What follows belongs to an exercise in optimizing a design on an open flow for small area and a short achievable clock period; a production flow would make more cautious choices.
At most, simulation tests tie the RTL to the original design; equivalence was not proved.
Function not checked in runs 2 and 3: the RTL went through the layout flow alone.
Power is estimated from default activity; no workload was simulated.

## flow/design.v (module list and top-level ports; edited modules follow where they fit)
// module control: 15 lines
// module ieeesub_pre: 34 lines
// module ieeesub_post_far: 19 lines
// module ieeesub_post_near: 18 lines
// module as_add25: 188 lines
// module as_sub24: 181 lines
// module mul_tree: 928 lines
// module ieeemul_pre: 15 lines
// module ieeemul_post: 12 lines
// module mul_lo23: 148 lines
// module mul_hi25: 188 lines
// module ieeedivision: 15 lines
// module div_add25: 164 lines
// module ieecomp: 17 lines
// module finalmux_pre: 27 lines
// module finalmux_post: 22 lines
// module FPU: 32 lines
module FPU(
    input clk,
    input [31:0] A,
    input [31:0] B,
    input [2:0] OPC,
    output [31:0] OUT,
    output AEB,
    output ALB,
    output AGB
    );
  // ...
==> flow/run.sh <==
#!/bin/bash
# synth_recipe.tcl (not shown) runs the flow's synth.tcl, then flattens the netlist and writes it again
# the make line also repeats each setting of config.mk as NAME=value (left out here)
make -C /OpenROAD-flow-scripts/flow DESIGN_CONFIG=/design/flow/config.mk WORK_HOME=/design/flow/orfs CLKGATE_MAP_FILE= SYNTH_SCRIPT=/design/flow/synth_recipe.tcl finish
==> flow/config.mk <==
export PLATFORM = sky130hd
export DESIGN_NAME = FPU
export DESIGN_NICKNAME = FPU
export VERILOG_FILES = /design/flow/design.v
export SDC_FILE = /design/flow/constraint.sdc
export NUM_CORES = 4
export LEC_CHECK = 0
export CAP_MARGIN = 20
export CORE_MARGIN = 2
export CORE_UTILIZATION = 40
export SETUP_SLACK_MARGIN = 5
export SLEW_MARGIN = 20
==> flow/constraint.sdc <==
create_clock -name core_clock -period 13.0 [get_ports {clk}]
set_input_delay 2.6000 -clock core_clock [delete_from_list [all_inputs] [get_ports {clk}]]
set_output_delay 2.6000 -clock core_clock [all_outputs]
set_load 0.01 [all_outputs]
==> results.cfg, run 1 <==
[critical_path]
crit_chain = dlygate4sd2_1 > inv_1 > ha_1 > a21oi_1 > o21ai_0 > a221oi_1 > o211ai_1 > nand3_4 > buf_4 > mux2_2 > fa_2 > a211oi_2 > o21ai_2 > a2111oi_4 > o311ai_2 > a31oi_1 > nor2b_1 > o21ai_1 > a21boi_1 > o21a_1 > or4_1 > nand3_1 > o21ai_2
crit_end = x1.q_st[23]$_DFF_P_
criticalPathCategory = input port to flop
crit_family = compound AO/OA/AOI/OAI gates
crit_start = B[8]
critPathSlowestCell = dlygate4sd2_1
worstSetupStartpointType = input port

[pwr]
seq_power_share = 0.063
switchingPower_mw = 3.717
p_int_mw = 2.612

[cells_and_area]
n_clock_buffer = 9
clkCellAreaFrac = 0.009902
sh_seq_area = 0.04288
nonClockBufferCount = 248
final-nonclk-buf-share = 0.08274
biggestCellCategory = multi-input gates
syn_to_final_growth_pct = 12.60
largest-register = x1.q_st

[logic_synthesis]
ys.warnings.count = 4
ys_types = 90
synthSimpleGateAreaFrac = 0.1377
synthXorXnorAreaFrac = 0.1161

[clock_network]
cts_sinks = 65
postCtsHoldBufs = 0
numCtsBuffers = 9
cts_setup_buffers = 21
cts_buffer_depth = 2

[routing]
wire_per_inst_um = 26.71

[job]
cap_violations = 0

[grt]
grt_util_met1 = 0.4314
antenna_found_initial = 4

[floorplan]
dieArea_mm2 = 0.06999

[sta]
fin_crit_ns = 8.210

[run_status]
outcome = finished clean
==> module ieeesub_pre, before the edit <==
module ieeesub_pre(
    input sub,
    input [31:0] A,
    input [31:0] B,
    input gt,
    input eq,
    output [56:0] st,
    output near
    );
wire bs = B[31] ^ sub;
wire [22:0] mxm = gt ? A[22:0] : B[22:0];
wire [22:0] mnm = gt ? B[22:0] : A[22:0];
wire [7:0] mxe = gt ? A[30:23] : B[30:23];
wire sign = gt ? A[31] : bs;
wire effsub = (A[31] ^ bs) & ~eq;
wire [8:0] dab = {1'b0, A[30:23]} - {1'b0, B[30:23]};
wire [7:0] dba = B[30:23] - A[30:23];
wire [7:0] ediff = dab[8] ? dba : dab[7:0];
assign near = effsub & (ediff[7:1] == 7'd0);
wire far = ({1'b0, A[30:23]} >= {1'b0, B[30:23]} + 9'd24) |
           ({1'b0, B[30:23]} >= {1'b0, A[30:23]} + 9'd24);
wire [23:0] t0 = ediff[0] ? {1'b0, 1'b1, mnm[22:1]} : {1'b1, mnm};
wire [23:0] t1 = ediff[1] ? {2'b0, t0[23:2]} : t0;
wire [23:0] t2 = ediff[2] ? {4'b0, t1[23:4]} : t1;
wire [23:0] t3 = ediff[3] ? {8'b0, t2[23:8]} : t2;
wire [23:0] t4 = ediff[4] ? {16'b0, t3[23:16]} : t3;
wire [23:0] sm = far ? 24'd0 : t4;
wire [23:0] nm = (A[23] ^ B[23]) ? {1'b0, 1'b1, mnm[22:1]} : {1'b1, mnm};
wire [23:0] ns;
wire ns_co;
as_sub24 nsub({1'b1, mxm}, ~nm, 1'b1, ns, ns_co);
assign st = near ? {sign, mxe, 24'd0, ns}
                 : {sign, mxe, effsub, sm ^ {24{effsub}}, mxm};
endmodule
==> module finalmux_pre, before the edit <==
module finalmux_pre(
    input [2:0] opc,
    input [56:0] st_as,
    input as_near,
    input [59:0] st_mul,
    input mul_zero,
    input [31:0] div_r,
    input ceq,
    input clt,
    input cgt,
    output reg [59:0] st,
    output reg [1:0] tag,
    output [2:0] flg
    );
always @* begin
    st = 60'd0;
    tag = 2'd0;
    case (opc)
        3'd0, 3'd1: begin st = {3'd0, st_as}; tag = as_near ? 2'd3 : 2'd2; end
        3'd2: if (!mul_zero) begin st = st_mul; tag = 2'd1; end
        3'd3: st = {28'd0, div_r};
        default: ;
    endcase
end
wire is_cmp = (opc == 3'd4);
assign flg = {is_cmp & ceq, is_cmp & clt, is_cmp & cgt};
endmodule
==> module finalmux_post, before the edit <==
module finalmux_post(
    input [1:0] tag,
    input [31:0] st_lo,
    input [31:0] p_mul,
    input [31:0] p_far,
    input [31:0] p_near,
    input [2:0] flg,
    output reg [31:0] out,
    output aeb,
    output alb,
    output agb
    );
always @* begin
    case (tag)
        2'd0: out = st_lo;
        2'd1: out = p_mul;
        2'd2: out = p_far;
        default: out = p_near;
    endcase
end
assign {aeb, alb, agb} = flg;
endmodule
==> module FPU, before the edit <==
module FPU(
    input clk,
    input [31:0] A,
    input [31:0] B,
    input [2:0] OPC,
    output [31:0] OUT,
    output AEB,
    output ALB,
    output AGB
    );
wire gt, eq;
wire ceq, clt, cgt;
wire [59:0] st_mul;
wire [56:0] st_as;
wire as_near;
wire [31:0] o_div;
wire mul_zero;
wire [59:0] d_st, q_st;
wire [1:0] d_tag, q_tag;
wire [2:0] d_flg, q_flg;
wire [31:0] p_mul, p_far, p_near;
ieecomp      x6(A, B, gt, eq, ceq, clt, cgt);
ieeesub_pre  x2(OPC[0], A, B, gt, eq, st_as, as_near);
ieeemul_pre  x4(A, B, st_mul, mul_zero);
ieeedivision x5(A, B, o_div);
finalmux_pre x7(OPC, st_as, as_near, st_mul, mul_zero, o_div, ceq, clt, cgt, d_st, d_tag, d_flg);
control      x1(clk, d_st, d_tag, d_flg, q_st, q_tag, q_flg);
ieeemul_post x8(q_st, p_mul);
ieeesub_post_far  x9(q_st[56:0], p_far);
ieeesub_post_near x11(q_st[56:0], p_near);
finalmux_post x10(q_tag, q_st[31:0], p_mul, p_far, p_near, q_flg, OUT, AEB, ALB, AGB);
endmodule
==> run 2, diff against run 1 <==
--- a/flow/design.v
+++ b/flow/design.v
@@ -20,6 +20,5 @@
     input gt,
     input eq,
-    output [56:0] st,
-    output near
+    output [34:0] st
     );
 wire bs = B[31] ^ sub;
@@ -32,5 +31,4 @@
 wire [7:0] dba = B[30:23] - A[30:23];
 wire [7:0] ediff = dab[8] ? dba : dab[7:0];
-assign near = effsub & (ediff[7:1] == 7'd0);
 wire far = ({1'b0, A[30:23]} >= {1'b0, B[30:23]} + 9'd24) |
            ({1'b0, B[30:23]} >= {1'b0, A[30:23]} + 9'd24);
@@ -41,37 +39,20 @@
 wire [23:0] t4 = ediff[4] ? {16'b0, t3[23:16]} : t3;
 wire [23:0] sm = far ? 24'd0 : t4;
-wire [23:0] nm = (A[23] ^ B[23]) ? {1'b0, 1'b1, mnm[22:1]} : {1'b1, mnm};
-wire [23:0] ns;
-wire ns_co;
-as_sub24 nsub({1'b1, mxm}, ~nm, 1'b1, ns, ns_co);
-assign st = near ? {sign, mxe, 24'd0, ns}
-                 : {sign, mxe, effsub, sm ^ {24{effsub}}, mxm};
-endmodule
-module ieeesub_post_far(
-    input [56:0] st,
-    output [31:0] out
-    );
-wire [22:0] x = st[22:0];
-wire [23:0] y = st[46:23];
-wire effsub = st[47];
-wire [7:0] e = st[55:48];
-wire sign = st[56];
+wire [24:0] mb = {2'b01, mxm};
 wire [24:0] s;
 wire s_co;
-as_add25 ad({2'b01, x}, {effsub, y}, effsub, s, s_co);
-wire [22:0] m = effsub ? (s[23] ? s[22:0] : {s[21:0], 1'b0})
-                       : (s[24] ? s[23:1] : s[22:0]);
-wire [7:0] ep = e + 8'd1;
-wire [7:0] em = e - 8'd1;
-wire [7:0] eo = effsub ? (s[23] ? e : em) : (s[24] ? ep : e);
-assign out = {sign, eo, m};
+as_add25 ad(mb, {1'b0, sm} ^ {25{effsub}}, effsub, s, s_co);
+assign st = {effsub, sign, mxe, s};
 endmodule
-module ieeesub_post_near(
-    input [56:0] st,
+module ieeesub_post(
+    input [34:0] st,
     output [31:0] out
     );
-wire [23:0] s = st[23:0];
-wire [7:0] e = st[55:48];
-wire sign = st[56];
+wire [24:0] s = st[24:0];
+wire [7:0] e = st[32:25];
+wire sign = st[33];
+wire effsub = st[34];
+wire [22:0] am = s[24] ? s[23:1] : s[22:0];
+wire [7:0]  ae = e + {7'd0, s[24]};
 reg [4:0] lz;
 integer i;
@@ -81,7 +62,7 @@
         if (s[i]) lz = 5'd23 - i[4:0];
 end
-wire [23:0] sl = s << lz;
+wire [23:0] sl = s[23:0] << lz;
 wire [7:0]  se = e - {3'd0, lz};
-assign out = {sign, se, sl[22:0]};
+assign out = effsub ? {sign, se, sl[22:0]} : {sign, ae, am};
 endmodule
 module as_add25(input [24:0] x, input [24:0] y, input ci, output [24:0] s, output co);
@@ -273,185 +254,4 @@
 assign co = a_G54;
 endmodule
-module as_sub24(input [23:0] x, input [23:0] y, input ci, output [23:0] s, output co);
-wire a_g0_0 = x[0] & y[0];
-wire a_p0_0 = x[0] ^ y[0];
-wire a_g1_1 = x[1] & y[1];
-wire a_p1_1 = x[1] ^ y[1];
-wire a_g2_2 = x[2] & y[2];
-wire a_p2_2 = x[2] ^ y[2];
-wire a_g3_3 = x[3] & y[3];
-wire a_p3_3 = x[3] ^ y[3];
-wire a_g4_4 = x[4] & y[4];
-wire a_p4_4 = x[4] ^ y[4];
-wire a_g5_5 = x[5] & y[5];
-wire a_p5_5 = x[5] ^ y[5];
-wire a_g6_6 = x[6] & y[6];
-wire a_p6_6 = x[6] ^ y[6];
-wire a_g7_7 = x[7] & y[7];
-wire a_p7_7 = x[7] ^ y[7];
-wire a_g8_8 = x[8] & y[8];
-wire a_p8_8 = x[8] ^ y[8];
-wire a_g9_9 = x[9] & y[9];
-wire a_p9_9 = x[9] ^ y[9];
-wire a_g10_10 = x[10] & y[10];
-wire a_p10_10 = x[10] ^ y[10];
-wire a_g11_11 = x[11] & y[11];
-wire a_p11_11 = x[11] ^ y[11];
-wire a_g12_12 = x[12] & y[12];
-wire a_p12_12 = x[12] ^ y[12];
-wire a_g13_13 = x[13] & y[13];
-wire a_p13_13 = x[13] ^ y[13];
-wire a_g14_14 = x[14] & y[14];
-wire a_p14_14 = x[14] ^ y[14];
-wire a_g15_15 = x[15] & y[15];
-wire a_p15_15 = x[15] ^ y[15];
-wire a_g16_16 = x[16] & y[16];
-wire a_p16_16 = x[16] ^ y[16];
-wire a_g17_17 = x[17] & y[17];
-wire a_p17_17 = x[17] ^ y[17];
-wire a_g18_18 = x[18] & y[18];
-wire a_p18_18 = x[18] ^ y[18];
-wire a_g19_19 = x[19] & y[19];
-wire a_p19_19 = x[19] ^ y[19];
-wire a_g20_20 = x[20] & y[20];
-wire a_p20_20 = x[20] ^ y[20];
-wire a_g21_21 = x[21] & y[21];
-wire a_p21_21 = x[21] ^ y[21];
-wire a_g22_22 = x[22] & y[22];
-wire a_p22_22 = x[22] ^ y[22];
-wire a_g23_23 = x[23] & y[23];
-wire a_p23_23 = x[23] ^ y[23];
-wire a_g0c = a_g0_0 | (a_p0_0 & ci);
-wire a_G1 = a_g1_1 | (a_p1_1 & a_g0c);
-wire a_P1 = a_p1_1 & a_p0_0;
-wire a_G2 = a_g3_3 | (a_p3_3 & a_g2_2);
-wire a_P2 = a_p3_3 & a_p2_2;
-wire a_G3 = a_g5_5 | (a_p5_5 & a_g4_4);
-wire a_P3 = a_p5_5 & a_p4_4;
-wire a_G4 = a_g7_7 | (a_p7_7 & a_g6_6);
-wire a_P4 = a_p7_7 & a_p6_6;
-wire a_G5 = a_g9_9 | (a_p9_9 & a_g8_8);
-wire a_P5 = a_p9_9 & a_p8_8;
-wire a_G6 = a_g11_11 | (a_p11_11 & a_g10_10);
-wire a_P6 = a_p11_11 & a_p10_10;
-wire a_G7 = a_g13_13 | (a_p13_13 & a_g12_12);
-wire a_P7 = a_p13_13 & a_p12_12;
-wire a_G8 = a_g15_15 | (a_p15_15 & a_g14_14);
-wire a_P8 = a_p15_15 & a_p14_14;
-wire a_G9 = a_g17_17 | (a_p17_17 & a_g16_16);
-wire a_P9 = a_p17_17 & a_p16_16;
-wire a_G10 = a_g19_19 | (a_p19_19 & a_g18_18);
-wire a_P10 = a_p19_19 & a_p18_18;
-wire a_G11 = a_g21_21 | (a_p21_21 & a_g20_20);
-wire a_P11 = a_p21_21 & a_p20_20;
-wire a_G12 = a_g23_23 | (a_p23_23 & a_g22_22);
-wire a_P12 = a_p23_23 & a_p22_22;
-wire a_G13 = a_g2_2 | (a_p2_2 & a_G1);
-wire a_P13 = a_p2_2 & a_P1;
-wire a_G14 = a_G2 | (a_P2 & a_G1);
-wire a_P14 = a_P2 & a_P1;
-wire a_G15 = a_g6_6 | (a_p6_6 & a_G3);
-wire a_P15 = a_p6_6 & a_P3;
-wire a_G16 = a_G4 | (a_P4 & a_G3);
-wire a_P16 = a_P4 & a_P3;
-wire a_G17 = a_g10_10 | (a_p10_10 & a_G5);
-wire a_P17 = a_p10_10 & a_P5;
-wire a_G18 = a_G6 | (a_P6 & a_G5);
-wire a_P18 = a_P6 & a_P5;
-wire a_G19 = a_g14_14 | (a_p14_14 & a_G7);
-wire a_P19 = a_p14_14 & a_P7;
-wire a_G20 = a_G8 | (a_P8 & a_G7);
-wire a_P20 = a_P8 & a_P7;
-wire a_G21 = a_g18_18 | (a_p18_18 & a_G9);
-wire a_P21 = a_p18_18 & a_P9;
-wire a_G22 = a_G10 | (a_P10 & a_G9);
-wire a_P22 = a_P10 & a_P9;
-wire a_G23 = a_g22_22 | (a_p22_22 & a_G11);
-wire a_P23 = a_p22_22 & a_P11;
-wire a_G24 = a_G12 | (a_P12 & a_G11);
-wire a_P24 = a_P12 & a_P11;
-wire a_G25 = a_g4_4 | (a_p4_4 & a_G14);
-wire a_P25 = a_p4_4 & a_P14;
-wire a_G26 = a_G3 | (a_P3 & a_G14);
-wire a_P26 = a_P3 & a_P14;
-wire a_G27 = a_G15 | (a_P15 & a_G14);
-wire a_P27 = a_P15 & a_P14;
-wire a_G28 = a_G16 | (a_P16 & a_G14);
-wire a_P28 = a_P16 & a_P14;
-wire a_G29 = a_g12_12 | (a_p12_12 & a_G18);
-wire a_P29 = a_p12_12 & a_P18;
-wire a_G30 = a_G7 | (a_P7 & a_G18);
-wire a_P30 = a_P7 & a_P18;
-wire a_G31 = a_G19 | (a_P19 & a_G18);
-wire a_P31 = a_P19 & a_P18;
-wire a_G32 = a_G20 | (a_P20 & a_G18);
-wire a_P32 = a_P20 & a_P18;
-wire a_G33 = a_g20_20 | (a_p20_20 & a_G22);
-wire a_P33 = a_p20_20 & a_P22;
-wire a_G34 = a_G11 | (a_P11 & a_G22);
-wire a_P34 = a_P11 & a_P22;
-wire a_G35 = a_G23 | (a_P23 & a_G22);
-wire a_P35 = a_P23 & a_P22;
-wire a_G36 = a_G24 | (a_P24 & a_G22);
-wire a_P36 = a_P24 & a_P22;
-wire a_G37 = a_g8_8 | (a_p8_8 & a_G28);
-wire a_P37 = a_p8_8 & a_P28;
-wire a_G38 = a_G5 | (a_P5 & a_G28);
-wire a_P38 = a_P5 & a_P28;
-wire a_G39 = a_G17 | (a_P17 & a_G28);
-wire a_P39 = a_P17 & a_P28;
-wire a_G40 = a_G18 | (a_P18 & a_G28);
-wire a_P40 = a_P18 & a_P28;
-wire a_G41 = a_G29 | (a_P29 & a_G28);
-wire a_P41 = a_P29 & a_P28;
-wire a_G42 = a_G30 | (a_P30 & a_G28);
-wire a_P42 = a_P30 & a_P28;
-wire a_G43 = a_G31 | (a_P31 & a_G28);
-wire a_P43 = a_P31 & a_P28;
-wire a_G44 = a_G32 | (a_P32 & a_G28);
-wire a_P44 = a_P32 & a_P28;
-wire a_G45 = a_g16_16 | (a_p16_16 & a_G44);
-wire a_P45 = a_p16_16 & a_P44;
-wire a_G46 = a_G9 | (a_P9 & a_G44);
-wire a_P46 = a_P9 & a_P44;
-wire a_G47 = a_G21 | (a_P21 & a_G44);
-wire a_P47 = a_P21 & a_P44;
-wire a_G48 = a_G22 | (a_P22 & a_G44);
-wire a_P48 = a_P22 & a_P44;
-wire a_G49 = a_G33 | (a_P33 & a_G44);
-wire a_P49 = a_P33 & a_P44;
-wire a_G50 = a_G34 | (a_P34 & a_G44);
-wire a_P50 = a_P34 & a_P44;
-wire a_G51 = a_G35 | (a_P35 & a_G44);
-wire a_P51 = a_P35 & a_P44;
-wire a_G52 = a_G36 | (a_P36 & a_G44);
-wire a_P52 = a_P36 & a_P44;
-wire a_s0 = a_p0_0 ^ ci;
-wire a_s1 = a_p1_1 ^ a_g0c;
-wire a_s2 = a_p2_2 ^ a_G1;
-wire a_s3 = a_p3_3 ^ a_G13;
-wire a_s4 = a_p4_4 ^ a_G14;
-wire a_s5 = a_p5_5 ^ a_G25;
-wire a_s6 = a_p6_6 ^ a_G26;
-wire a_s7 = a_p7_7 ^ a_G27;
-wire a_s8 = a_p8_8 ^ a_G28;
-wire a_s9 = a_p9_9 ^ a_G37;
-wire a_s10 = a_p10_10 ^ a_G38;
-wire a_s11 = a_p11_11 ^ a_G39;
-wire a_s12 = a_p12_12 ^ a_G40;
-wire a_s13 = a_p13_13 ^ a_G41;
-wire a_s14 = a_p14_14 ^ a_G42;
-wire a_s15 = a_p15_15 ^ a_G43;
-wire a_s16 = a_p16_16 ^ a_G44;
-wire a_s17 = a_p17_17 ^ a_G45;
-wire a_s18 = a_p18_18 ^ a_G46;
-wire a_s19 = a_p19_19 ^ a_G47;
-wire a_s20 = a_p20_20 ^ a_G48;
-wire a_s21 = a_p21_21 ^ a_G49;
-wire a_s22 = a_p22_22 ^ a_G50;
-wire a_s23 = a_p23_23 ^ a_G51;
-assign s = {a_s23, a_s22, a_s21, a_s20, a_s19, a_s18, a_s17, a_s16, a_s15, a_s14, a_s13, a_s12, a_s11, a_s10, a_s9, a_s8, a_s7, a_s6, a_s5, a_s4, a_s3, a_s2, a_s1, a_s0};
-assign co = a_G52;
-endmodule
 module mul_tree(input [23:0] a, input [23:0] b, output [47:0] r0, output [47:0] r1);
 wire w1 = (b[1] & ~b[0]);
@@ -1943,6 +1743,5 @@
 module finalmux_pre(
     input [2:0] opc,
-    input [56:0] st_as,
-    input as_near,
+    input [34:0] st_as,
     input [59:0] st_mul,
     input mul_zero,
@@ -1959,5 +1758,5 @@
     tag = 2'd0;
     case (opc)
-        3'd0, 3'd1: begin st = {3'd0, st_as}; tag = as_near ? 2'd3 : 2'd2; end
+        3'd0, 3'd1: begin st = {25'd0, st_as}; tag = 2'd2; end
         3'd2: if (!mul_zero) begin st = st_mul; tag = 2'd1; end
         3'd3: st = {28'd0, div_r};
@@ -1972,20 +1771,12 @@
     input [31:0] st_lo,
     input [31:0] p_mul,
-    input [31:0] p_far,
-    input [31:0] p_near,
+    input [31:0] p_as,
     input [2:0] flg,
-    output reg [31:0] out,
+    output [31:0] out,
     output aeb,
     output alb,
     output agb
     );
-always @* begin
-    case (tag)
-        2'd0: out = st_lo;
-        2'd1: out = p_mul;
-        2'd2: out = p_far;
-        default: out = p_near;
-    endcase
-end
+assign out = tag[0] ? p_mul : (tag[1] ? p_as : st_lo);
 assign {aeb, alb, agb} = flg;
 endmodule
@@ -2003,6 +1794,5 @@
 wire ceq, clt, cgt;
 wire [59:0] st_mul;
-wire [56:0] st_as;
-wire as_near;
+wire [34:0] st_as;
 wire [31:0] o_div;
 wire mul_zero;
@@ -2010,14 +1800,13 @@
 wire [1:0] d_tag, q_tag;
 wire [2:0] d_flg, q_flg;
-wire [31:0] p_mul, p_far, p_near;
+wire [31:0] p_mul, p_as;
 ieecomp      x6(A, B, gt, eq, ceq, clt, cgt);
-ieeesub_pre  x2(OPC[0], A, B, gt, eq, st_as, as_near);
+ieeesub_pre  x2(OPC[0], A, B, gt, eq, st_as);
 ieeemul_pre  x4(A, B, st_mul, mul_zero);
 ieeedivision x5(A, B, o_div);
-finalmux_pre x7(OPC, st_as, as_near, st_mul, mul_zero, o_div, ceq, clt, cgt, d_st, d_tag, d_flg);
+finalmux_pre x7(OPC, st_as, st_mul, mul_zero, o_div, ceq, clt, cgt, d_st, d_tag, d_flg);
 control      x1(clk, d_st, d_tag, d_flg, q_st, q_tag, q_flg);
 ieeemul_post x8(q_st, p_mul);
-ieeesub_post_far  x9(q_st[56:0], p_far);
-ieeesub_post_near x11(q_st[56:0], p_near);
-finalmux_post x10(q_tag, q_st[31:0], p_mul, p_far, p_near, q_flg, OUT, AEB, ALB, AGB);
+ieeesub_post x9(q_st[34:0], p_as);
+finalmux_post x10(q_tag, q_st[31:0], p_mul, p_as, q_flg, OUT, AEB, ALB, AGB);
 endmodule
==> flow/flow/run.sh (new file) <==
#!/bin/bash
set -euo pipefail
bash standard.sh SETUP_SLACK_MARGIN=7 \
  "BUFFER_PORTS_ARGS=-buffer_cell sky130_fd_sc_hd__buf_2" finish > layout.log 2>&1
==> flow/standard.sh (new file) <==
#!/bin/bash
# synth_recipe.tcl (not shown) runs the flow's synth.tcl, then flattens the netlist and writes it again
# the make line also repeats each setting of config.mk as NAME=value (left out here)
make -C /OpenROAD-flow-scripts/flow DESIGN_CONFIG=/design/flow/config.mk WORK_HOME=/design/flow/orfs CLKGATE_MAP_FILE= SYNTH_SCRIPT=/design/flow/synth_recipe.tcl "${@:-finish}"
removed: flow/run.sh
==> run 2 against run 1 <==
Compared with the run above: sequential cell count is the same; synthesized area fell by 6.2%; synthesized cell count decreased by 6.6%; via count fell by 2.8%; clock power increased by 7%; die area is 6.1% lower; hold slack got worse by 0.25 ns; cell count down 3.1%; sequential share of layout area shrank 0.19 points; core utilization increased by 5.5 points; still clean on timing, DRC and antenna; critical endpoint is now x1.q_st[22]$_DFF_P_; non-clock buffer count grew 130.
==> results.cfg, run 2 <==
[logic_synthesis]
synth.avg_cell_area_um2 = 7.660
synth_area_leaders = fa_1 (22%), ha_1 (11%), xnor2_1 (11%)
syn-num-nets = 3893
yosys.area.top_type = fa_1
synth_area_mm2 = 0.02546
synthCells = 3324
synth_edf_count = 0
ys_seq_elements = 65
seq_area_frac_synth = 0.05110
synth_commonest_cells = nand2_1 (382), inv_1 (363), xnor2_1 (313)
synthArstFlopShare = 0
synth_top_area_frac = 0.2186
ys.warnings.count = 3
synth_ff_type = dfxtp_1
ys_types = 93
synth_most_common_cell = nand2_1

[pwr]
seq_power_share = 0.062
comb_power_share = 0.897
switchingPower_mw = 3.625
p_per_area_mw_per_mm2 = 202.1
p_leak_nw = 13.38
total_power_mw = 6.490
ir_drop_mv = 0.1924
p_int_mw = 2.865
switching_share = 0.5586
power_frac_clock = 0.041

[cells_and_area]
diodes = 0
reg_top3 = x1.q_st: 60 flops, x1.q_flg: 3 flops, x1.q_tag: 2 flops
largest_reg_flops = 60
final_common_cell = nand2_1
syn_to_final_growth_pct = 26.09
mostFrequentLayoutCells = nand2_1 (367), inv_1 (314), xnor2_1 (302), o21ai_0 (268), fa_1 (212)
largest-register = x1.q_st
layout-drive-gt1-share = 0.2370
fin_nets = 4037

[sta]
period_share = 0.6132
relSlewSlack = 0.2910
setup_viol = 0
hold_viol = 0
timing.fmax_mhz = 125.4
fin_crit_ns = 7.972
worst_pin_slew_ns = 1.062
fin_tns_setup_ns = 0
slew_violations = 0
rsz0062_at_grt = yes

[routing]
routedLengthMet1_um = 44570
drtIter0Drc = 3205
top_layer = met4
antenna_left = 0
drcViolationCount = 0
first_pass_iters = 6
wire_per_inst_um = 26.58
viasPerCell = 6.148
dr_total_vias = 26550
drt-total-wl_um = 114800
routed-wl-met3_um = 14420
wl_met2_um = 47110

[critical_path]
crit_path_max_incr_delay_ns = 0.38
cp-end-kind = flop
critPathMaxFanout = 13
cp.required_ns = 13.23
worstSetupStartpointType = input port
criticalPathCategory = input port to flop
crit_start = A[0]
arrival_ns = 8.20
critPathSlowestCell = o41ai_4

[min_path]
holdPathEnd = x1.q_st[26]$_DFF_P_
hp-class = input port to flop
hp-start = OPC[2]
hold_path_depth = 2

[clock_network]
cts_sinks = 65
numCtsBuffers = 9
cts_buffer_depth = 2
cts.clk_slew.worst_paths_ns = 0.06
cts_tree = built
postCtsHoldBufs = 0
clockRootBuffer = clkbuf_16
htreeDepth = 3

[placed_design]
hpwl_um = 74590
numPortBuffers = 102
place.gp.congestion = 0.9711

[grt]
gr-usage-all-layers = 0.3337
antenna_found_initial = 1
gr-total-overflow = 0
grt_max_degree = 73
grt_pass1_vias = 25510
grt_pass1_wl_um = 166200

[floorplan]
core_mm2 = 0.06297
die_height_um = 256.3
ioPinCount = 103
row_count = 92
die_width_um = 256.3
dieArea_mm2 = 0.06569
initial_utilization = 0.4044

[run_status]
outcome = finished clean

[job]
cap_violations = 0
## run 2: cell types whose count changed in the layout (fill, tap and decap cells not counted), sizes merged, moves of 11 or more
cell           before  now
nor3               48   31
clkdlybuf4s50      66    0
o211ai             40    5
a31oi               5   17
mux2i             121   85
clkinvlp            7   18
nand2             413  383
o221ai             22   33
inv               431  354
buf               143  359
dlymetal6s2s       14    0
ha                248  223
o21ai             358  329
## run 2: worst max-delay path, delay by kind of cell
family	cells	cell delay (ns)
AOI/OAI and AO/OA	13	2.59
xor gates and xnor gates	2	0.31
adders and majority gates	2	0.58
buffers and inverters	6	0.86
muxes	2	0.56
and+or+nand+nor	4	0.69
## run 2: how the worst max path moves through the flow
stage                                endpoint  slack [ns]  cells past startpoint
after floorplan           x1.q_st[24]$_DFF_P_        5.15                     28
after global placement    x1.q_st[24]$_DFF_P_        3.85                     27
after detailed placement  x1.q_st[24]$_DFF_P_        3.77                     26
after CTS                 x1.q_st[24]$_DFF_P_        5.16                     28
final                     x1.q_st[22]$_DFF_P_        5.03                     29
after global routing      x1.q_st[24]$_DFF_P_        4.84                     29
## run 2: what timing repair did
item	CTS	global route
setup endpoints to repair	76	77
gates cloned	19	5
pin swaps	107	123
resized for setup	356	285
buffers inserted	110	77
## run 2: kinds of logic after synthesis
| family | Yosys count | share of synthesized area |
|---|---|---|
| flops | 65 | 0.05110 |
| compound gates | 851 | 0.2080 |
| xor+xnor | 371 | 0.1279 |
| buf+inv | 626 | 0.09356 |
| simple gates | 796 | 0.1380 |
| fa+ha+maj | 507 | 0.3305 |
| mux | 108 | 0.05096 |
## run 2: area by class of cell
| cell class | instances | area, um2 |
|---|---|---|
| repair inverters | 2 | 15.01 |
| fillers | 5959 | 30860 |
| clock inverters | 6 | 97.59 |
| clock buffers | 10 | 239.0 |
| well taps | 846 | 1059 |
| inverters | 375 | 1575 |
| multi-input cells | 2637 | 23920 |
| flip-flops and latches | 65 | 1315 |
| repair buffers | 378 | 3882 |
## run 2: metrics by stage
stage	instance area (um2)	worst slack (ns)	hold WS [ns]	util	cells
floorplan	26380	5.153	2.672	-	3324
global placement	27110	3.854	2.873	0.4306	4091
detailed placement	27110	3.770	2.873	0.4306	4091
CTS	30230	5.163	2.521	0.4802	4236
global route	32110	4.845	2.535	0.5099	4319
finish	32110	5.028	2.538	0.5099	4319
## run 2: power groups by stage
stage                     clock, mW  sequential, mW  combinational, mW
after CTS                     0.270           0.391               5.35
final                         0.268           0.402               5.82
after global placement            0           0.395               5.00
after global routing          0.281           0.406               6.27
after floorplan                   0           0.297               3.30
after detailed placement          0           0.395               5.02
## run 2: metal layers
layer	vias up	GRT usage
li1	11490	-
met4	0	0.1936
met2	1864	0.4887
met3	514	0.08225
met1	12680	0.4452
met5	-	0
==> run 3, diff against run 2 <==
==> flow/flow/run.sh (replaced) <==
#!/bin/bash
# Standard layout (the standard.sh: standard synthesis, floorplan, place,
# CTS, route, finish) with two changes to how timing is repaired:
#  - port buffers are buf_2 cells instead of the slow delay-buffer cell the
#    resizer picks by default (every input and output still gets a buffer);
#  - timing repair aims at 5 ns of setup slack.
# The design is still laid out and signed off at the design's clock period.
# make's full output goes to layout.log; each ORFS step logs under orfs/logs.
set -euo pipefail
bash standard.sh SETUP_SLACK_MARGIN=5 \
  "BUFFER_PORTS_ARGS=-buffer_cell sky130_fd_sc_hd__buf_2" finish > layout.log 2>&1
==> run 3 against run 2 <==
Compared with the run above: synthesized cell count is the same; via count shrank 4.3%; sequential cell count is the same; critical endpoint is now x1.q_st[24]$_DFF_P_; setup slack lost 0.022 ns; hold slack gained 0.015 ns; die area is the same; largest cell class unchanged; total power shrank 9.3%; design area shrank 9.6%.
==> results.cfg, run 3 <==
[logic_synthesis]
synthCells = 3324
synth_ff_type = dfxtp_1
synth_most_common_cell = nand2_1
synth.avg_cell_area_um2 = 7.660
yosys.area.top_type = fa_1
synth_top_area_frac = 0.2186
synthArstFlopShare = 0
synth_area_leaders = fa_1 (22%), ha_1 (11%), xnor2_1 (11%)
synth_commonest_cells = nand2_1 (382), inv_1 (363), xnor2_1 (313)
seq_area_frac_synth = 0.05110
syn-num-nets = 3893
ys_seq_elements = 65
synth_edf_count = 0
ys.warnings.count = 3
synth_area_mm2 = 0.02546
ys_types = 93

[placed_design]
hpwl_um = 73950
numPortBuffers = 102
preCtsSetupSlack_ns = 2.928
place.gp.congestion = 0.9569
placed_area_mm2 = 0.02678

[floorplan]
dieArea_mm2 = 0.06569
initial_utilization = 0.4044
core_mm2 = 0.06297
die_height_um = 256.3
ioPinCount = 103
row_count = 92
die_width_um = 256.3

[sta]
fin_tns_setup_ns = 0
slew_violations = 0
worst_pin_slew_ns = 1.193
hold_viol = 0
relSlewSlack = 0.1985
fin_crit_ns = 7.994
timing.fmax_mhz = 125.1
whs_ns = 2.552
period_share = 0.6149
setup_viol = 0
worst_slack_ns = 5.006
rsz0062_at_grt = yes

[grt]
gr-usage-all-layers = 0.3144
grt_pass1_wl_um = 157600
grt_pass1_vias = 24330
grt_max_degree = 73
gr-total-overflow = 0
antenna_found_initial = 2

[routing]
antenna_left = 0
drt-total-wl_um = 106200
dr_total_vias = 25420
wire_per_inst_um = 25.20
drtIter0Drc = 3311
drcViolationCount = 0
viasPerCell = 6.035
first_pass_iters = 6

[critical_path]
cp-end-kind = flop
arrival_ns = 8.27
criticalPathCategory = input port to flop
critPathSlowestCell = mux4_2
critPathMaxFanout = 16
cpMostUsedCell = buf_4
worstSetupStartpointType = input port
crit_path_max_incr_delay_ns = 0.51
cp.required_ns = 13.28

[clock_network]
numCtsBuffers = 9
cts_sinks = 65
htreeDepth = 3
cts.clk_slew.worst_paths_ns = 0.06
clockRootBuffer = clkbuf_16
cts_buffer_depth = 2
cts_tree = built

[min_path]
hp-class = input port to flop

[run_status]
outcome = finished clean

[cells_and_area]
largest_reg_flops = 60
utilization = 0.4612
mostFrequentLayoutCells = nand2_1 (380), inv_1 (344), xnor2_1 (312), o21ai_0 (307), fa_1 (273)
largest-register = x1.q_st
post-route-cell-area_mm2 = 0.02904
reg_top3 = x1.q_st: 60 flops, x1.q_flg: 3 flops, x1.q_tag: 2 flops
syn_to_final_growth_pct = 14.04
fin_nets = 3930
layout-drive-gt1-share = 0.1381
nFillCells = 6306
final_common_cell = nand2_1

[job]
cap_violations = 0

[pwr]
ir_drop_mv = 0.1916
p_leak_nw = 12.40
p_per_area_mw_per_mm2 = 202.8
## run 3: cell counts after synthesis
Identical to the previous run, type by type.
## run 3: path summary, 6_finish.rpt
kind               start                  end  cells past startpoint  slack, ns
hold / removal    OPC[2]  x1.q_st[26]$_DFF_P_                      2       2.55
setup / recovery   B[20]  x1.q_st[24]$_DFF_P_                     29       5.01
## run 3: per-stage QoR
step           std cells  power, mW
6_report            4213      5.888
5_1_grt             4212      6.373
4_1_cts             4173      5.715
3_5_place_dp        4100      5.342
3_3_place_gp        4100      5.348
2_1_floorplan       3324      3.508
## run 3: cell families (layout without fill, tap and decap cells)
family,count (synthesis),after routing,share of synthesized area
fa+ha+maj,507,507,0.3305
compound gates,851,853,0.2080
xor+xnor,371,371,0.1279
other cells,0,1,0
flops,65,65,0.05110
mux,108,109,0.05096
buf+inv,626,665,0.09356
simple gates,796,796,0.1380
## run 3: what timing repair did
item	in CTS	in global routing
endpoints found under the setup margin	34	23
gates resized for setup	138	98
hold buffers	0	0
pin swaps	31	36
buffers inserted	47	37
cloned	10	2
## run 3: metal layers
| metal | routed length [um] | vias up | track usage |
|---|---|---|---|
| met5 | 0 | - | 0 |
| met4 | 6124 | 0 | 0.1527 |
| met3 | 12350 | 331 | 0.05536 |
| met2 | 45030 | 1725 | 0.4787 |
| met1 | 42650 | 12110 | 0.4298 |
| li1 | - | 11260 | - |
## run 3: worst max-delay path: cells and delay by family
family                     cells  cell delay (ns)
and+or+nand+nor                7             1.24
AOI/OAI and AO/OA             12             2.13
buffers and inverters          5             0.82
adders and majority gates      2             0.52
muxes                          3             0.93
## run 3: final cells by class
type                    count  area [um2]  area share
well taps                 846        1059     0.03645
diodes                      1       2.502  0.00008617
flip-flops and latches     65        1303     0.04485
multi-input cells        2636       22590      0.7779
repair inverters            1       5.005   0.0001723
clock buffers               9       225.2    0.007756
clock inverters             7       83.83    0.002887
inverters                 375        1526     0.05257
repair buffers            273        2245     0.07730
## run 3: where the power goes
group	switching, mW	internal [mW]
Sequential	0.134	0.256
Clock	0.0948	0.152
Combinational	3.16	2.09
==> run 4, diff against run 3 <==
--- a/flow/design.v
+++ b/flow/design.v
@@ -24,23 +24,17 @@
 wire bs = B[31] ^ sub;
 wire [22:0] mxm = gt ? A[22:0] : B[22:0];
-wire [22:0] mnm = gt ? B[22:0] : A[22:0];
 wire [7:0] mxe = gt ? A[30:23] : B[30:23];
 wire sign = gt ? A[31] : bs;
 wire effsub = (A[31] ^ bs) & ~eq;
-wire [8:0] dab = {1'b0, A[30:23]} - {1'b0, B[30:23]};
+wire [7:0] dab = A[30:23] - B[30:23];
 wire [7:0] dba = B[30:23] - A[30:23];
-wire [7:0] ediff = dab[8] ? dba : dab[7:0];
-wire far = ({1'b0, A[30:23]} >= {1'b0, B[30:23]} + 9'd24) |
-           ({1'b0, B[30:23]} >= {1'b0, A[30:23]} + 9'd24);
-wire [23:0] t0 = ediff[0] ? {1'b0, 1'b1, mnm[22:1]} : {1'b1, mnm};
-wire [23:0] t1 = ediff[1] ? {2'b0, t0[23:2]} : t0;
-wire [23:0] t2 = ediff[2] ? {4'b0, t1[23:4]} : t1;
-wire [23:0] t3 = ediff[3] ? {8'b0, t2[23:8]} : t2;
-wire [23:0] t4 = ediff[4] ? {16'b0, t3[23:16]} : t3;
-wire [23:0] sm = far ? 24'd0 : t4;
+wire [23:0] sb, sa;
+align al_b({1'b1, B[22:0]}, dab, effsub, sb);
+align al_a({1'b1, A[22:0]}, dba, effsub, sa);
+wire [23:0] smx = gt ? sb : sa;
 wire [24:0] mb = {2'b01, mxm};
 wire [24:0] s;
 wire s_co;
-as_add25 ad(mb, {1'b0, sm} ^ {25{effsub}}, effsub, s, s_co);
+as_add25 ad(mb, {effsub, smx}, effsub, s, s_co);
 assign st = {effsub, sign, mxe, s};
 endmodule
@@ -254,4 +248,20 @@
 assign co = a_G54;
 endmodule
+module align(
+    input [23:0] x,
+    input [7:0] d,
+    input inv,
+    output [23:0] y
+    );
+wire [23:0] xi = x ^ {24{inv}};
+wire [23:0] f = {24{inv}};
+wire [23:0] t0 = d[0] ? {f[0],    xi[23:1]}  : xi;
+wire [23:0] t1 = d[1] ? {f[1:0],  t0[23:2]}  : t0;
+wire [23:0] t2 = d[2] ? {f[3:0],  t1[23:4]}  : t1;
+wire [23:0] t3 = d[3] ? {f[7:0],  t2[23:8]}  : t2;
+wire [23:0] t4 = d[4] ? {f[15:0], t3[23:16]} : t3;
+wire out_all = (d[7:5] != 3'd0) | (d[4] & d[3]);
+assign y = out_all ? f : t4;
+endmodule
 module mul_tree(input [23:0] a, input [23:0] b, output [47:0] r0, output [47:0] r1);
 wire w1 = (b[1] & ~b[0]);
--- a/flow/config.mk
+++ b/flow/config.mk
@@ -8,5 +8,5 @@
 export CAP_MARGIN = 20
 export CORE_MARGIN = 2
-export CORE_UTILIZATION = 40
+export CORE_UTILIZATION = 60
 export SETUP_SLACK_MARGIN = 5
 export SLEW_MARGIN = 20
==> run 4 against run 3 <==
Compared with the run above: largest cell class unchanged; sequential power is 2% lower; hold slack got worse by 0.067 ns; critical path type unchanged; critical path depth is 6 lower; die area is 30% lower; clock-buffer cell count stayed put; synthesized cell count rose by 2.6%; non-clock buffer count decreased by 67; design area shrank 3.5%; global-route usage is 16 points higher; synthesized area up 3.9%; clock power up 6%; maximum frequency grew 1.7%.
==> results.cfg, run 4 <==
[clock_network]
cts.clk_slew.worst_paths_ns = 0.06
numCtsBuffers = 9
htreeDepth = 3
cts_buffer_depth = 2
cts_sinks = 65
clockRootBuffer = clkbuf_16
cts_tree = built
postCtsHoldBufs = 0

[cells_and_area]
syn_to_final_growth_pct = 5.969
largest-register = x1.q_st
mostFrequentLayoutCells = inv_1 (382), xnor2_1 (329), nand2_1 (323), fa_1 (271), o21ai_0 (241)
nFillCells = 3779
layout-drive-gt1-share = 0.09994
layout.cells.non_filler = 3939
fin_nets = 3895
post-route-cell-area_mm2 = 0.02803
largest_reg_flops = 60
final_common_cell = inv_1
reg_top3 = x1.q_st: 60 flops, x1.q_flg: 3 flops, x1.q_tag: 2 flops

[critical_path]
arrival_ns = 8.07
cp.required_ns = 13.21
worstSetupStartpointType = input port
criticalPathCategory = input port to flop
cp-end-kind = flop
critPathMaxFanout = 15

[pwr]
seq_power_share = 0.062
power_frac_clock = 0.042
total_power_mw = 6.157
ir_drop_mv = 0.8494
comb_power_share = 0.895
switching_share = 0.5958
p_int_mw = 2.488
p_leak_nw = 12.21
switchingPower_mw = 3.669
p_per_area_mw_per_mm2 = 219.7

[sta]
period_share = 0.6046
rsz0062_at_grt = yes
setup_viol = 0
fin_tns_setup_ns = 0
worst_pin_slew_ns = 1.219
relSlewSlack = 0.1874
hold_viol = 0
slew_violations = 0
fin_crit_ns = 7.860
worst_slack_ns = 5.140
timing.fmax_mhz = 127.2

[logic_synthesis]
synthArstFlopShare = 0
synthCells = 3410
synth_commonest_cells = inv_1 (386), xnor2_1 (331), nand2_1 (324)
seq_area_frac_synth = 0.04919
synth_edf_count = 0
yosys.area.top_type = fa_1
synth_top_area_frac = 0.2066
synth_area_mm2 = 0.02645
synth.avg_cell_area_um2 = 7.757
syn-num-nets = 3958
synth_most_common_cell = inv_1
ys.warnings.count = 3
synth_ff_type = dfxtp_1
synth_area_leaders = fa_1 (21%), xnor2_1 (11%), ha_1 (9.8%)
ys_types = 93
ys_seq_elements = 65

[routing]
viasPerCell = 6.991
drcViolationCount = 0
antenna_left = 0
first_pass_iters = 11
dr_total_vias = 27540
drtIter0Drc = 3778
wire_per_inst_um = 28.59
drt-total-wl_um = 112600

[placed_design]
hpwl_um = 80210
place.gp.congestion = 1.046
preCtsSetupSlack_ns = 3.497
numPlacedInstances = 3898
numPortBuffers = 102
placed_area_mm2 = 0.02719

[min_path]
hp-class = input port to flop

[job]
cap_violations = 0

[floorplan]
die_height_um = 214.0
die_width_um = 214.0
row_count = 76
initial_utilization = 0.6114
core_mm2 = 0.04327
dieArea_mm2 = 0.04578
ioPinCount = 103

[grt]
grt_max_degree = 78
gr-total-overflow = 0
grt_pass1_wl_um = 166700
grt_pass1_vias = 27320
antenna_found_initial = 7
gr-usage-all-layers = 0.4777

[run_status]
outcome = finished clean
run 4: logic make-up (layout without fill, tap and decap cells):
family	Yosys count	count (layout)	synth area share
other	0	2	0
flip-flops	65	65	0.04919
AO/OA/AOI/OAI	922	922	0.2296
AND/OR/NAND/NOR	751	751	0.1280
buffers and inverters	679	621	0.1006
adder cells (fa/ha/maj)	485	485	0.3064
multiplexers	137	137	0.06334
XOR/XNOR	371	371	0.1228
run 4: final timing paths:
path,cells past startpoint,startpoint,endpoint
worst max-delay path,23,B[23],x1.q_st[17]$_DFF_P_
worst min-delay path,2,OPC[2],x1.q_st[34]$_DFF_P_
run 4: power by group through the flow:
stage	Clock, mW	Sequential, mW	Combinational (mW)
floorplan	0	0.295	3.34
finish	0.261	0.384	5.51
global route	0.268	0.386	5.94
global placement	0	0.381	5.08
detailed placement	0	0.382	5.20
CTS	0.260	0.378	5.26
run 4: stage by stage:
step                      utilization  hold WS [ns]
after floorplan                     -         2.672
after global placement         0.6284         2.857
after detailed placement       0.6284         2.855
after CTS                      0.6392         2.484
after global routing           0.6477         2.480
final                          0.6479         2.485
run 4: worst max-delay path: stages:
cell      delay (ns)
buf_2           0.12
inv_1           0.10
ha_1            0.18
inv_1           0.05
fa_1            0.46
nand3_1         0.17
and3_1          0.19
nor2_1          0.04
buf_4           0.21
nor4_2          0.82
o21ai_4         0.23
o21ai_0         0.37
xnor2_1         0.27
ha_1            0.36
a21o_1          0.21
or3b_2          0.45
o21ai_2         0.22
o21bai_2        0.11
a21o_1          0.20
fa_1            0.37
xor2_1          0.16
nand2_1         0.07
o221ai_1        0.11
run 4: final cells by class:
cell class                      instances  area (um2)  area share
Clock inverter                          7       77.57    0.002767
Multi-Input combinational cell       2666       22700      0.8099
Timing Repair Buffer                  206        1449     0.05169
Clock buffer                            9       225.2    0.008035
Sequential cell                        65        1301     0.04642
Tap cell                              585       732.0     0.02611
Inverter                              399        1539     0.05490
Antenna cell                            2       5.005   0.0001785
run 4: metal layers:
metal / part of all wire / vias up / GRT usage / wire (um)
met2: 0.42 / 2291 / 0.7183 / 47370
met4: 0.099 / 10 / 0.3800 / 11130
li1: - / 11480 / - / -
met3: 0.14 / 770 / 0.1279 / 15380
met5: 0.00056 / - / 0 / 63
met1: 0.34 / 12990 / 0.5789 / 38690
run 4: repair_timing:
item,CTS,global route
endpoints found under the setup margin,23,13
gates resized for setup,39,45
buffers inserted,5,16
pin swaps,2,7
cloned,0,2
==> run 5, diff against run 4 <==
--- a/flow/config.mk
+++ b/flow/config.mk
@@ -8,5 +8,5 @@
 export CAP_MARGIN = 20
 export CORE_MARGIN = 2
-export CORE_UTILIZATION = 60
+export CORE_UTILIZATION = 40
 export SETUP_SLACK_MARGIN = 5
 export SLEW_MARGIN = 20
==> run 5 against run 4 <==
Compared with the run above: core utilization fell by 22 points; global-route usage decreased by 17 points; non-clock buffer count is 9 lower.
==> results.cfg, run 5 <==
[logic_synthesis]
syn-num-nets = 3958
ys_seq_elements = 65
synth_area_leaders = fa_1 (21%), xnor2_1 (11%), ha_1 (9.8%)
seq_area_frac_synth = 0.04919
synth_ff_type = dfxtp_1
synth_most_common_cell = inv_1
synthArstFlopShare = 0
synth_top_area_frac = 0.2066
synth_commonest_cells = inv_1 (386), xnor2_1 (331), nand2_1 (324)
ys_types = 93
synth_edf_count = 0
synthCells = 3410
ys.warnings.count = 3
synth_area_mm2 = 0.02645
synth.avg_cell_area_um2 = 7.757
yosys.area.top_type = fa_1

[routing]
dr_total_vias = 25760
drt-total-wl_um = 108100
drcViolationCount = 0
viasPerCell = 6.118
antenna_left = 0
first_pass_iters = 6
drtIter0Drc = 3099
wire_per_inst_um = 25.69

[cells_and_area]
final_common_cell = inv_1
nFillCells = 6729
largest_reg_flops = 60
syn_to_final_growth_pct = 6.930
largest-register = x1.q_st
mostFrequentLayoutCells = inv_1 (384), xnor2_1 (329), nand2_1 (323), fa_1 (271), o21ai_0 (239)
fin_nets = 3888
reg_top3 = x1.q_st: 60 flops, x1.q_flg: 3 flops, x1.q_tag: 2 flops
layout-drive-gt1-share = 0.09836

[sta]
fin_tns_setup_ns = 0
worst_pin_slew_ns = 1.067
relSlewSlack = 0.2865
fin_crit_ns = 7.792
timing.fmax_mhz = 128.3
whs_ns = 2.494
setup_viol = 0
slew_violations = 0
hold_viol = 0
period_share = 0.5994
rsz0062_at_grt = yes

[grt]
grt_max_degree = 57
gr-usage-all-layers = 0.3106
antenna_found_initial = 4
grt_pass1_vias = 24340
grt_pass1_wl_um = 159300
gr-total-overflow = 0

[floorplan]
row_count = 94
dieArea_mm2 = 0.06820
ioPinCount = 103
die_width_um = 261.2
die_height_um = 261.2
core_mm2 = 0.06563
initial_utilization = 0.4031

[critical_path]
criticalPathCategory = input port to flop
crit_chain = buf_2 > inv_1 > ha_1 > inv_1 > fa_2 > buf_12 > mux4_2 > mux2i_2 > mux2i_2 > xnor2_1 > a22oi_1 > o21ai_0 > mux2_2 > fa_1 > fa_2 > nor2b_2 > o31a_1 > o221a_4 > o21ai_2 > o21bai_1 > a21o_1 > fa_1 > a22oi_1 > o21ai_1
crit_path_max_incr_delay_ns = 0.58
cp-end-kind = flop
crit_end = x1.q_st[16]$_DFF_P_
cp.required_ns = 13.18
critPathMaxFanout = 14
crit_start = A[23]
worstSetupStartpointType = input port
critPathSlowestCell = fa_2
arrival_ns = 7.98

[clock_network]
clockRootBuffer = clkbuf_16
cts_buffer_depth = 2
cts_tree = built
numCtsBuffers = 9
cts.clk_slew.worst_paths_ns = 0.06
cts_sinks = 65
htreeDepth = 3

[pwr]
p_leak_nw = 12.19
p_per_area_mw_per_mm2 = 206.3
ir_drop_mv = 0.2490

[min_path]
hp-class = input port to flop
hold_path_depth = 2

[job]
cap_violations = 0

[placed_design]
hpwl_um = 76350
numPortBuffers = 102
place.gp.congestion = 0.9672

[run_status]
outcome = finished clean
[run 5: cell counts after synthesis]
Identical to the previous run, type by type.
[run 5: power breakdown]
group	leakage, nW	total, mW	switching [mW]	internal [mW]
logic	11.5	5.18	3.13	2.05
registers	0.535	0.382	0.128	0.254
clock network	0.161	0.271	0.101	0.170
total	12.2	5.83	3.36	2.48
[run 5: kinds of logic (layout without fill, tap and decap cells)]
group,after synthesis,count (layout),share of synthesized area
AOI/OAI and AO/OA,922,922,0.2296
xor gates and xnor gates,371,371,0.1228
adders and majority gates,485,485,0.3064
buffers and inverters,679,612,0.1006
DFF,65,65,0.04919
muxes,137,137,0.06334
other,0,1,0
and+or+nand+nor,751,753,0.1280
[run 5: stage by stage]
step	utilization	area [um2]	cells	total power [mW]	setup slack [ns]
after CTS	0.4280	28090	4204	5.777	5.013
final	0.4310	28280	4210	5.835	5.208
after global routing	0.4309	28280	4209	6.366	4.980
after global placement	0.4198	27550	4178	5.406	3.344
after detailed placement	0.4198	27550	4178	5.440	3.131
after floorplan	-	26460	3410	3.636	5.105
[run 5: metal layers]
metal  GRT usage  vias up  part of all wire
li1            -    11480                 -
met1      0.4386    12300              0.41
met2      0.4631     1695              0.42
met4      0.1272        2             0.047
met3     0.06039      280              0.12
met5           0        -           0.00016
[run 5: timing repair]
item                                   CTS  global route
setup buffers                            8             4
pin swaps                                6             4
gates resized for setup                 43            41
cloned                                   2             1
hold buffers                             0             0
setup endpoints to repair               25            10
endpoints found under the hold margin    0             0
[run 5: area by class of cell]
class	instances	area, um2	share of cell area
Multi-Input combinational cell	2668	22690	0.8022
Sequential cell	65	1301	0.04601
Clock inverter	7	100.1	0.003539
Inverter	399	1535	0.05428
Clock buffer	9	225.2	0.007962
Tap cell	864	1081	0.03822
Timing Repair Buffer	197	1349	0.04769
Antenna cell	1	2.502	0.00008847
[run 5: how the worst min path moves through the flow]
| stage | end | startpoint |
|---|---|---|
| 6_report | x1.q_st[34]$_DFF_P_ | OPC[2] |
| 5_1_grt | x1.q_st[34]$_DFF_P_ | OPC[2] |
| 4_1_cts | x1.q_st[34]$_DFF_P_ | OPC[2] |
| 3_5_place_dp | x1.q_st[34]$_DFF_P_ | OPC[2] |
| 3_3_place_gp | x1.q_st[34]$_DFF_P_ | OPC[2] |
| 2_1_floorplan | x1.q_st[34]$_DFF_P_ | OPC[2] |
[run 5: worst max-delay path: cells and delay by family]
kind                       cells  cell delay (ns)
AOI/OAI and AO/OA              9             1.41
xor gates and xnor gates       1             0.15
adders and majority gates      5             1.97
buffers and inverters          4             0.46
muxes                          4             1.20
and+or+nand+nor                1             0.15
==> run 6, diff against run 5 <==
--- a/flow/config.mk
+++ b/flow/config.mk
@@ -9,4 +9,5 @@
 export CORE_MARGIN = 2
 export CORE_UTILIZATION = 40
+export PLACE_DENSITY = 0.72
 export SETUP_SLACK_MARGIN = 5
 export SLEW_MARGIN = 20
==> run 6 against run 5 <==
Compared with the run above: setup slack got worse by 0.054 ns; sequential power is essentially flat; sequential share of layout area is essentially flat; maximum frequency is 0.69% lower; synthesized cell count is the same; first-iteration DRC count is 11% higher; core utilization fell by 0.20 points; still clean; critical endpoint is now x1.q_st[50]$_DFF_P_; hold slack got worse by 0.011 ns; sequential cell count is the same; via count increased by 2.0%; largest cell class unchanged; die area stayed put; synthesized area is the same.
==> results.cfg, run 6 <==
[run_status]
outcome = finished clean

[clock_network]
cts_sinks = 65
postCtsHoldBufs = 0
numCtsBuffers = 9
htreeDepth = 3
cts_tree = built
clockRootBuffer = clkbuf_16
cts.clk_slew.worst_paths_ns = 0.08
cts_buffer_depth = 2

[routing]
routedLengthMet1_um = 39730
wl_met2_um = 42510
drcViolationCount = 0
wire_per_inst_um = 24.65
first_pass_iters = 8
viasPerCell = 6.250
routed-wl-met3_um = 14990
drt-total-wl_um = 103600
antenna_left = 0
drtIter0Drc = 3451
dr_total_vias = 26270
top_layer = met5

[sta]
fin_crit_ns = 7.846
fin_tns_setup_ns = 0
period_share = 0.6036
slew_violations = 0
setup_viol = 0
timing.fmax_mhz = 127.4
hold_viol = 0
rsz0062_at_grt = no
relSlewSlack = 0.2276
worst_pin_slew_ns = 1.157

[cells_and_area]
mostFrequentLayoutCells = inv_1 (384), xnor2_1 (329), nand2_1 (323), fa_1 (271), o21ai_0 (242)
layout.cells.non_filler = 4203
syn_to_final_growth_pct = 6.433
post-route-cell-area_mm2 = 0.02815
fin_nets = 3882
final_common_cell = inv_1
largest-register = x1.q_st
nFillCells = 6590
largest_reg_flops = 60
diodes = 0
layout-drive-gt1-share = 0.09464
reg_top3 = x1.q_st: 60 flops, x1.q_flg: 3 flops, x1.q_tag: 2 flops

[critical_path]
worstSetupStartpointType = input port
cp-end-kind = flop
critPathMaxFanout = 27
arrival_ns = 8.06
crit_start = A[2]
crit_end = x1.q_st[50]$_DFF_P_
cp.required_ns = 13.22
criticalPathCategory = input port to flop

[logic_synthesis]
synth_most_common_cell = inv_1
synth_area_leaders = fa_1 (21%), xnor2_1 (11%), ha_1 (9.8%)
synth_top_area_frac = 0.2066
synth_area_mm2 = 0.02645
seq_area_frac_synth = 0.04919
ys_seq_elements = 65
synthCells = 3410
synth_ff_type = dfxtp_1
ys.warnings.count = 3
ys_types = 93
synthArstFlopShare = 0
synth_edf_count = 0
yosys.area.top_type = fa_1
synth.avg_cell_area_um2 = 7.757
synth_commonest_cells = inv_1 (386), xnor2_1 (331), nand2_1 (324)
syn-num-nets = 3958

[floorplan]
row_count = 94
die_height_um = 261.2
dieArea_mm2 = 0.06820
ioPinCount = 103
initial_utilization = 0.4031
die_width_um = 261.2
core_mm2 = 0.06563

[pwr]
p_leak_nw = 12.15
p_per_area_mw_per_mm2 = 206.0
ir_drop_mv = 0.1977

[job]
cap_violations = 0

[min_path]
hp-class = input port to flop

[grt]
grt_max_degree = 60
gr-total-overflow = 0
gr-usage-all-layers = 0.2955
grt_pass1_wl_um = 153500
antenna_found_initial = 2
grt_pass1_vias = 24640

[placed_design]
numPortBuffers = 102
numPlacedInstances = 4176
placed_area_mm2 = 0.02753
hpwl_um = 72730
place.gp.congestion = 1.020
## run 6: cell counts after synthesis
No cell type changed its count.
## run 6: logic make-up (layout without fill, tap and decap cells)
| logic type | after synthesis | in the layout | share of synthesized area |
|---|---|---|---|
| compound gates | 922 | 922 | 0.2296 |
| simple gates | 751 | 752 | 0.1280 |
| buf+inv | 679 | 607 | 0.1006 |
| fa+ha+maj | 485 | 485 | 0.3064 |
| xor+xnor | 371 | 371 | 0.1228 |
| mux | 137 | 137 | 0.06334 |
| flops | 65 | 65 | 0.04919 |
## run 6: worst min-delay path by stage
| stage | startpoint | end | slack (ns) | cells past startpoint |
|---|---|---|---|---|
| floorplan | OPC[2] | x1.q_st[34]$_DFF_P_ | 2.67 | 1 |
| detailed placement | OPC[2] | x1.q_st[34]$_DFF_P_ | 2.83 | 2 |
| finish | OPC[2] | x1.q_st[34]$_DFF_P_ | 2.48 | 2 |
| CTS | OPC[2] | x1.q_st[34]$_DFF_P_ | 2.48 | 2 |
| global placement | OPC[2] | x1.q_st[34]$_DFF_P_ | 2.84 | 2 |
| global route | OPC[2] | x1.q_st[34]$_DFF_P_ | 2.49 | 2 |
## run 6: stage by stage
step,util,setup WS (ns),hold WS (ns),total power [mW]
after floorplan,-,5.105,2.672,3.636
after global placement,0.4195,3.944,2.840,5.317
after detailed placement,0.4195,3.831,2.834,5.366
after CTS,0.4269,5.018,2.476,5.685
after global routing,0.4290,4.985,2.488,6.270
final,0.4290,5.154,2.483,5.798
## run 6: worst max-delay path: stages
cell	delay [ns]
buf_2	0.74
clkinvlp_4	0.77
o21ai_0	0.39
xnor2_1	0.17
mux2i_1	0.30
fa_1	0.49
fa_1	0.47
fa_1	0.52
inv_1	0.04
ha_1	0.28
a21o_1	0.19
a21oi_1	0.15
nor2b_1	0.06
o21ai_0	0.15
nand2b_1	0.07
a211o_1	0.32
a21oi_1	0.26
nor3_1	0.09
## run 6: area by class of cell
type	instances	area, um2	share of cell area
Clock buffer	9	225.2	0.008000
Clock inverter	7	100.1	0.003555
Inverter	399	1525	0.05418
Multi-Input combinational cell	2667	22650	0.8046
Sequential cell	65	1301	0.04622
Tap cell	864	1081	0.03840
Timing Repair Buffer	192	1269	0.04506
## run 6: timing repair
| item | in CTS | in global routing |
|---|---|---|
| setup buffers | 8 | 1 |
| cloned | 1 | 1 |
| endpoints found under the setup margin | 21 | 13 |
| pin swaps | 3 | 4 |
| resized for setup | 30 | 31 |
## run 6: power by group
part / internal, mW / switching (mW)
clock network: 0.170 / 0.105
registers: 0.254 / 0.124
logic: 2.03 / 3.11
total: 2.46 / 3.34
## run 6: metal layers
layer,vias to the layer above,track usage
met5,-,0
met4,4,0.1491
met3,426,0.07211
met2,1993,0.4322
met1,12380,0.4041
li1,11460,-
==> run 7, diff against run 6 <==
--- a/flow/config.mk
+++ b/flow/config.mk
@@ -6,8 +6,7 @@
 export NUM_CORES = 4
 export LEC_CHECK = 0
-export CAP_MARGIN = 20
+export CAP_MARGIN = 0
 export CORE_MARGIN = 2
 export CORE_UTILIZATION = 40
-export PLACE_DENSITY = 0.72
 export SETUP_SLACK_MARGIN = 5
-export SLEW_MARGIN = 20
+export SLEW_MARGIN = 0
==> run 7 against run 6 <==
Compared with the run above: first-iteration DRC count fell by 10%; clock power fell by 1%; cell count rose by 0.17%; critical path depth rose by 6; setup slack improved by 0.054 ns; design area rose by 0.47%; critical path type unchanged; still clean on timing, DRC and antenna; maximum frequency rose by 0.70%.
==> results.cfg, run 7 <==
[grt]
gr-total-overflow = 0
antenna_found_initial = 4
grt_max_degree = 57
gr-usage-all-layers = 0.3106
grt_pass1_vias = 24340
grt_pass1_wl_um = 159300

[cells_and_area]
syn_to_final_growth_pct = 6.930
mostFrequentLayoutCells = inv_1 (384), xnor2_1 (329), nand2_1 (323), fa_1 (271), o21ai_0 (239)
multi_input_area_mm2 = 0.02269
reg_top3 = x1.q_st: 60 flops, x1.q_flg: 3 flops, x1.q_tag: 2 flops
largest_reg_flops = 60
nFillCells = 6729
largest-register = x1.q_st
layout-drive-gt1-share = 0.09836
post-route-cell-area_mm2 = 0.02828
regArea_mm2 = 0.001301
fin_nets = 3888
final_common_cell = inv_1

[pwr]
p_leak_nw = 12.19
p_per_area_mw_per_mm2 = 206.3
switching_share = 0.5751
comb_power_share = 0.888
ir_drop_mv = 0.2490
seq_power_share = 0.065
total_power_mw = 5.835
power_frac_clock = 0.046
switchingPower_mw = 3.356
p_int_mw = 2.479

[routing]
wire_per_inst_um = 25.69
routedLengthMet1_um = 44730
routed-wl-met3_um = 12790
first_pass_iters = 6
dr_total_vias = 25760
antenna_left = 0
viasPerCell = 6.118
top_layer = met5
drtIter0Drc = 3099
wl_met2_um = 45540
drt-total-wl_um = 108100
drcViolationCount = 0

[logic_synthesis]
ys_seq_elements = 65
ys.warnings.count = 3
synth_area_mm2 = 0.02645
synth_commonest_cells = inv_1 (386), xnor2_1 (331), nand2_1 (324)
seq_area_frac_synth = 0.04919
synth_top_area_frac = 0.2066
yosys.area.top_type = fa_1
syn-num-nets = 3958
synth_area_leaders = fa_1 (21%), xnor2_1 (11%), ha_1 (9.8%)
ys_types = 93
synth_edf_count = 0
synth_most_common_cell = inv_1
synth_ff_type = dfxtp_1
synthArstFlopShare = 0
synth.avg_cell_area_um2 = 7.757
synthCells = 3410

[critical_path]
cp-end-kind = flop
cp.required_ns = 13.18
criticalPathCategory = input port to flop
arrival_ns = 7.98
worstSetupStartpointType = input port
critPathMaxFanout = 14

[placed_design]
numPortBuffers = 102
placed_area_mm2 = 0.02755
hpwl_um = 76350
place.gp.congestion = 0.9672

[clock_network]
cts_sinks = 65
cts_buffer_depth = 2
cts_tree = built
clockRootBuffer = clkbuf_16
htreeDepth = 3
postCtsHoldBufs = 0
cts.clk_slew.worst_paths_ns = 0.06
numCtsBuffers = 9

[floorplan]
initial_utilization = 0.4031
dieArea_mm2 = 0.06820
die_width_um = 261.2
core_mm2 = 0.06563
row_count = 94
die_height_um = 261.2
ioPinCount = 103

[sta]
hold_viol = 0
relSlewSlack = 0.2865
fin_crit_ns = 7.792
worst_pin_slew_ns = 1.067
fin_tns_setup_ns = 0
slew_violations = 0
rsz0062_at_grt = yes
timing.fmax_mhz = 128.3
setup_viol = 0
period_share = 0.5994

[min_path]
hold_path_depth = 2
hp-class = input port to flop
holdPathEnd = x1.q_st[34]$_DFF_P_
hp-start = OPC[2]

[job]
cap_violations = 0

[run_status]
outcome = finished clean
[run 7: area by class of cell]
cell class / instances / area share
antenna: 1 / 0.00008847
clock buffer: 9 / 0.007962
clock inverter: 7 / 0.003539
inverter: 399 / 0.05428
multi-input combinational: 2668 / 0.8022
sequential: 65 / 0.04601
tap: 864 / 0.03822
timing repair buffer: 197 / 0.04769
[run 7: power by group through the flow]
| stage | Combinational [mW] | Sequential (mW) | Clock [mW] |
|---|---|---|---|
| floorplan | 3.34 | 0.295 | 0 |
| global placement | 5.03 | 0.381 | 0 |
| detailed placement | 5.06 | 0.380 | 0 |
| CTS | 5.13 | 0.375 | 0.276 |
| global route | 5.70 | 0.388 | 0.281 |
| finish | 5.18 | 0.382 | 0.271 |
[run 7: worst max-delay path, stage by stage]
cell      delay (ns)
buf_2           0.13
inv_1           0.09
ha_1            0.20
inv_1           0.07
fa_2            0.58
buf_12          0.17
mux4_2          0.56
mux2i_2         0.21
mux2i_2         0.14
xnor2_1         0.15
a22oi_1         0.19
o21ai_0         0.09
mux2_2          0.29
fa_1            0.40
fa_2            0.38
nor2b_2         0.15
o31a_1          0.19
o221a_4         0.23
o21ai_2         0.11
o21bai_1        0.18
a21o_1          0.16
fa_1            0.41
a22oi_1         0.17
o21ai_1         0.09
[run 7: per-layer routing]
| metal | track usage | vias up |
|---|---|---|
| met2 | 0.4631 | 1695 |
| met4 | 0.1272 | 2 |
| li1 | - | 11480 |
| met5 | 0 | - |
| met1 | 0.4386 | 12300 |
| met3 | 0.06039 | 280 |
[run 7: kinds of logic after synthesis]
logic type                 after synthesis  synth area share
AOI/OAI and AO/OA                      922            0.2296
and+or+nand+nor                        751            0.1280
buffers and inverters                  679            0.1006
adders and majority gates              485            0.3064
xor gates and xnor gates               371            0.1228
muxes                                  137           0.06334
DFF                                     65           0.04919
[run 7: worst max path at each step]
stage               cells past startpoint  slack, ns                  end   from
finish                                 24       5.21  x1.q_st[16]$_DFF_P_  A[23]
global route                           23       4.98  x1.q_st[17]$_DFF_P_  A[24]
CTS                                    20       5.01  x1.q_st[50]$_DFF_P_   B[7]
detailed placement                     24       3.13  x1.q_st[16]$_DFF_P_   B[1]
global placement                       24       3.34  x1.q_st[16]$_DFF_P_   B[1]
floorplan                              25       5.10  x1.q_st[16]$_DFF_P_   B[7]
[run 7: timing repair]
action                     CTS  global route
buffers inserted             8             4
setup endpoints to repair   25            10
cloned                       2             1
pin swaps                    6             4
resized for setup           43            41
[run 7: stage by stage]
stage          worst slack, ns    util  cells  hold WS, ns
6_report                 5.208  0.4310   4210        2.494
3_3_place_gp             3.344  0.4198   4178        2.846
5_1_grt                  4.980  0.4309   4209        2.502
2_1_floorplan            5.105       -   3410        2.672
4_1_cts                  5.013  0.4280   4204        2.470
3_5_place_dp             3.131  0.4198   4178        2.829

==> afterwards: timing with drivers on the ports <==
The results above use ideal ports. As a check the final layouts listed here were re-extracted and re-timed, cells and wires unchanged. Step 1, drivers: a clkbuf_16 drives clk and a buf_2 each remaining input, both assumed. Step 2, shift: input delay + t, output delay - t, t = (earliest + latest rising clock arrival at the registers) / 2. This alone moves slack from input paths to output paths. a / b / c = no drivers / after step 1 / after step 2; a / b = the first two.
| run | t, ns | setup slack, ns | hold slack, ns | latest minus earliest clock arrival (ns) |
|---|---|---|---|---|
| run 1 | 0.389 | 4.790 / 4.797 / 4.409 | 2.788 / 2.768 / 3.157 | 0.013 / 0.013 |
| run 2 | 0.380 | 5.028 / 5.036 / 4.657 | 2.538 / 2.536 / 2.915 | 0.009 / 0.009 |
| run 3 | 0.379 | 5.006 / 5.001 / 4.622 | 2.552 / 2.543 / 2.922 | 0.008 / 0.008 |
| run 4 | 0.412 | 5.140 / 5.169 / 4.757 | 2.485 / 2.455 / 2.868 | 0.025 / 0.025 |
| run 5 | 0.391 | 5.208 / 5.227 / 4.836 | 2.494 / 2.491 / 2.882 | 0.016 / 0.016 |
| run 6 | 0.385 | 5.154 / 5.175 / 4.790 | 2.483 / 2.458 / 2.843 | 0.024 / 0.024 |
| run 7 | 0.391 | 5.208 / 5.227 / 4.836 | 2.494 / 2.491 / 2.882 | 0.016 / 0.016 |
After both steps every run listed still meets setup and hold. For run 3, which loses most, drivers alone change the setup slack by -0.005 ns; drivers and shift together by -0.384 ns.
